From an optimization exercise on the open Yosys and OpenROAD flow, aimed at small area, a short achievable clock period and few clock cycles per item; shortcuts taken in it are not production practice. Power is estimated from default activity; no workload was simulated.

==> flow/design.v <==
module huffman(clk, reset, gray_valid, gray_data, CNT_valid, CNT1, CNT2, CNT3, CNT4, CNT5, CNT6,
    code_valid, HC1, HC2, HC3, HC4, HC5, HC6, M1, M2, M3, M4, M5, M6 );
input clk;
input reset;
input gray_valid;
input [7:0] gray_data;
output CNT_valid;
output [7:0] CNT1, CNT2, CNT3, CNT4, CNT5, CNT6;
output code_valid;
output [7:0] HC1, HC2, HC3, HC4, HC5, HC6;
output [7:0] M1, M2, M3, M4, M5, M6;
	reg [6:0] w [0:5];    
	reg [2:0] ptr [0:5];  
	reg [3:0] hc [0:5];
	reg [3:0] mk [0:5];   
	reg started;          
	reg act;              
	reg ph;               
	reg [4:1] fm;         
	assign CNT1 = {1'b0, w[5]};
	assign CNT2 = {1'b0, w[0]};
	assign CNT3 = {1'b0, w[1]};
	assign CNT4 = {1'b0, w[2]};
	assign CNT5 = {1'b0, w[3]};
	assign CNT6 = {1'b0, w[4]};
	assign HC1 = {3'b0, ptr[0][1], hc[0]};
	assign HC2 = {3'b0, ptr[1][1], hc[1]};
	assign HC3 = {3'b0, ptr[2][1], hc[2]};
	assign HC4 = {3'b0, ptr[3][1], hc[3]};
	assign HC5 = {3'b0, ptr[4][1], hc[4]};
	assign HC6 = {3'b0, ptr[5][1], hc[5]};
	assign M1 = {3'b0, ptr[0][0], mk[0][3:1], 1'b1};
	assign M2 = {3'b0, ptr[1][0], mk[1][3:1], 1'b1};
	assign M3 = {3'b0, ptr[2][0], mk[2][3:1], 1'b1};
	assign M4 = {3'b0, ptr[3][0], mk[3][3:1], 1'b1};
	assign M5 = {3'b0, ptr[4][0], mk[4][3:1], 1'b1};
	assign M6 = {3'b0, ptr[5][0], mk[5][3:1], 1'b1};
	wire detect = started && !gray_valid;
	assign CNT_valid = act && fm[4];
	assign code_valid = !act && !fm[1];
	wire sum = act && ph;
	wire ins = act && !ph;
	wire last = sum && w[2][6] && w[2][5] && w[2][4];
	function lt;
		input [6:0] a, b;
		integer n;
		begin
			lt = 1'b0;
			for (n = 0; n < 7; n = n + 1) lt = (!a[n] && b[n]) || (!(a[n] && !b[n]) && lt);
		end
	endfunction
	wire [6:0] N = w[0];
	reg [6:0] Nc;
	wire [5:1] l;
	genvar k;
	generate for (k = 1; k < 6; k = k + 1) begin : cmp
		assign l[k] = lt(w[k], Nc);
	end endgenerate
	wire [6:0] c = {1'b0, l[5], l[4:1] | fm, 1'b1};
	wire [6:1] mv = {sum, {5{act}} & (c[5:1] | {5{ph}})};
	wire [2:0] q = {c[4], c[2] & !c[4], (c[1] & !c[2]) | (c[3] & !c[4]) | c[5]};
	wire [6:0] ap = w[0] ^ w[1], ag = w[0] & w[1];
	wire [6:0] cy;
	assign cy[0] = 1'b0;
	assign cy[1] = ag[0];
	assign cy[2] = ag[1] | (ap[1] & ag[0]);
	wire g32 = ag[3] | (ap[3] & ag[2]), p32 = ap[3] & ap[2];
	wire g54 = ag[5] | (ap[5] & ag[4]), p54 = ap[5] & ap[4];
	assign cy[3] = ag[2] | (ap[2] & cy[2]);
	assign cy[4] = g32 | (p32 & cy[2]);
	assign cy[5] = ag[4] | (ap[4] & cy[4]);
	assign cy[6] = g54 | (p54 & cy[4]);
	wire [6:0] ws = ap ^ cy;
	always @(posedge clk or posedge reset) begin
		if (reset) begin
			started <= 0;
			act <= 0;
			ph <= 0;
			fm <= 4'b1111;
		end else begin
			started <= gray_valid || (started && !detect);
			act <= detect || (act && !last);
			ph <= ins && !fm[1];
			if (ins) fm <= {1'b0, fm[4:2]};
		end
	end
	wire [2:0] g = gray_data[2:0];
	wire [5:0] en = {gray_valid && g == 3'd6, gray_valid && g == 3'd5, gray_valid && g == 3'd4,
	                 gray_valid && g == 3'd3, gray_valid && g == 3'd2, gray_valid && g == 3'd1};
	wire [2:0] slot [0:5];
	assign slot[0] = 3'd5; assign slot[1] = 3'd0; assign slot[2] = 3'd1;
	assign slot[3] = 3'd2; assign slot[4] = 3'd3; assign slot[5] = 3'd4;
	genvar j;
	generate for (j = 0; j < 6; j = j + 1) begin : ent
		localparam integer s = (j == 5) ? 0 : j + 1;
		wire [6:0] up = (j < 5) ? w[j + 1] : 7'h7f;
		wire [6:0] ones;    
		assign ones[0] = 1'b1;
		genvar n;
		for (n = 1; n < 7; n = n + 1) begin : pre
			assign ones[n] = &w[j][n - 1:0];
		end
		wire [6:0] inc = w[j] ^ (ones & {7{en[s]}});
		wire tu = (j == 0) ? ins && c[1] : mv[j + 1];
		wire tn = (j == 0) ? act && !tu : mv[j] && !mv[j + 1];
		wire [6:0] nv = (j == 0) ? (sum ? ws : N) : N;
		wire [6:0] d = ({7{tu}} & up) | ({7{tn}} & nv) | ({7{!tu && !tn}} & inc);
		always @(posedge clk or posedge reset) begin
			if (reset) w[j] <= 0;
			else w[j] <= d;
		end
		if (j == 0) begin : copy
			always @(posedge clk) Nc <= d;
		end
	end endgenerate
	reg [2:0] qr;
	always @(posedge clk or posedge reset) begin
		if (reset) qr <= 0;
		else qr <= (sum && !last) ? 3'd7 : ins ? q : 3'd0;
	end
	genvar i;
	generate for (i = 0; i < 6; i = i + 1) begin : sym
		wire [2:0] p = ptr[i];
		wire [2:0] pm1 = {p[2] & (p[1] | p[0]), p[1] ^ !p[0], !p[0]};  
		wire z = p == 3'd0;
		wire [2:0] pe = z ? ((qr == 3'd7) ? 3'd0 : qr) : ((p <= qr) ? pm1 : p);
		wire a = sum && pe[2:1] == 2'd0;
		wire a0 = sum && pe == 3'd0;
		always @(posedge clk or posedge reset) begin
			if (reset) begin
				ptr[i] <= slot[i];
				hc[i] <= 0;
				mk[i] <= 0;
			end else begin
				ptr[i] <= last ? {1'b0, mk[i][3] && a0, mk[i][3]} : pe;
				mk[i] <= mk[i] | ({4{a}} & {mk[i][2:0], 1'b1});
				hc[i] <= hc[i] | ({4{a0}} & {mk[i][2:0], 1'b1} & ~mk[i]);
			end
		end
	end endgenerate
endmodule
Settings: LEC_CHECK=0, CAP_MARGIN=20, CELL_PAD_IN_SITES_DETAIL_PLACEMENT=0, CELL_PAD_IN_SITES_GLOBAL_PLACEMENT=0, CORE_MARGIN=2, CORE_UTILIZATION=40, SETUP_SLACK_MARGIN=2.6, SLEW_MARGIN=20; clock period 5.0 ns.
standard.sh (not shown) runs the stock make flow with config.mk's settings and CLKGATE_MAP_FILE= SYNTH_SCRIPT=/design/flow/synth_recipe.tcl, a recipe that flattens the netlist after the stock synthesis.
==> flow/flow/run.sh <==
#!/bin/bash
# The standard layout, with plain buffers on the ports instead of the
# resizer's default pick (a slow delay cell), a clock tree without the
# dummy balancing loads, and synthesis's single tie cells kept.
set -euo pipefail
export BUFFER_PORTS_ARGS="-buffer_cell sky130_fd_sc_hd__buf_1"
export CTS_ARGS="-sink_clustering_enable -repair_clock_nets -dont_use_dummy_load -buf_list {sky130_fd_sc_hd__clkbuf_4 sky130_fd_sc_hd__clkbuf_8}"
export SKIP_REPAIR_TIE_FANOUT=1
bash standard.sh > standard.log 2>&1
The baseline completed without violations.
Edit:
Settings changed: CELL_PAD_IN_SITES_DETAIL_PLACEMENT 0 to default, CELL_PAD_IN_SITES_GLOBAL_PLACEMENT 0 to default, SETUP_SLACK_MARGIN 2.6 to 2.65.
=> First-iteration DRC count fell by 7.6%. Die area does not change. Global-route usage rose by 0.30 points. Cell area rose by 2.3%. Total power rose by 3.8%.
Edit:
Settings changed: GPL_ROUTABILITY_DRIVEN from default to 0, SETUP_SLACK_MARGIN 2.65 to 2.6.
Worst hold slack stays flat.
Power goes down by 3.7%.
Utilization goes down by 1.0 points.
Edit:
Settings changed: GPL_ROUTABILITY_DRIVEN 0 to default.
- design area stays the same
- setup slack stays the same
- sequential power stays flat
- clock-buffer cell count stays the same
- hold slack stays the same
- synthesized cell count stays the same
- final cell count does not change
- die area is unchanged
Edit:
Settings changed: CAP_MARGIN 20 to 0, SLEW_MARGIN 20 to 0.
Final area is unchanged.
Critical path depth is unchanged.
Power is unchanged.
Synthesized area does not change.
Wire length stays the same.
Worst hold slack stays the same.
Combinational power barely changes.
No run of this note included a check of the RTL's function; only the layout flow was run.

afterwards: timing with drivers on the ports:
No port has a modelled driver above. Below, the same layouts with a new extraction and two added sets of constraints. Step 1: set_driving_cell puts a clkbuf_16 on clk and a buf_2 on each other input, an assumption about the parent block. Step 2 also shifts input and output timing later by t, the mid clock arrival at the registers, as if the neighbouring blocks saw the same clock. a / b / c = ideal / step 1 / step 2; a / b = the first two.
| run | t, ns | setup slack, ns | worst setup path at the end |
|---|---|---|---|
| the first run | 0.468 | 2.668 / 2.631 / 2.309 | input to register |
| the second run | 0.469 | 2.708 / 2.671 / 2.305 | input to register |
| the third run | 0.468 | 2.668 / 2.631 / 2.309 | input to register |
| the fourth run | 0.468 | 2.668 / 2.631 / 2.309 | input to register |
| the fifth run | 0.468 | 2.668 / 2.631 / 2.309 | input to register |
After both steps setup and hold are still met in every run listed. The setup slack of the second run, which loses most, moves by -0.037 ns with the drivers and by -0.403 ns with both steps.
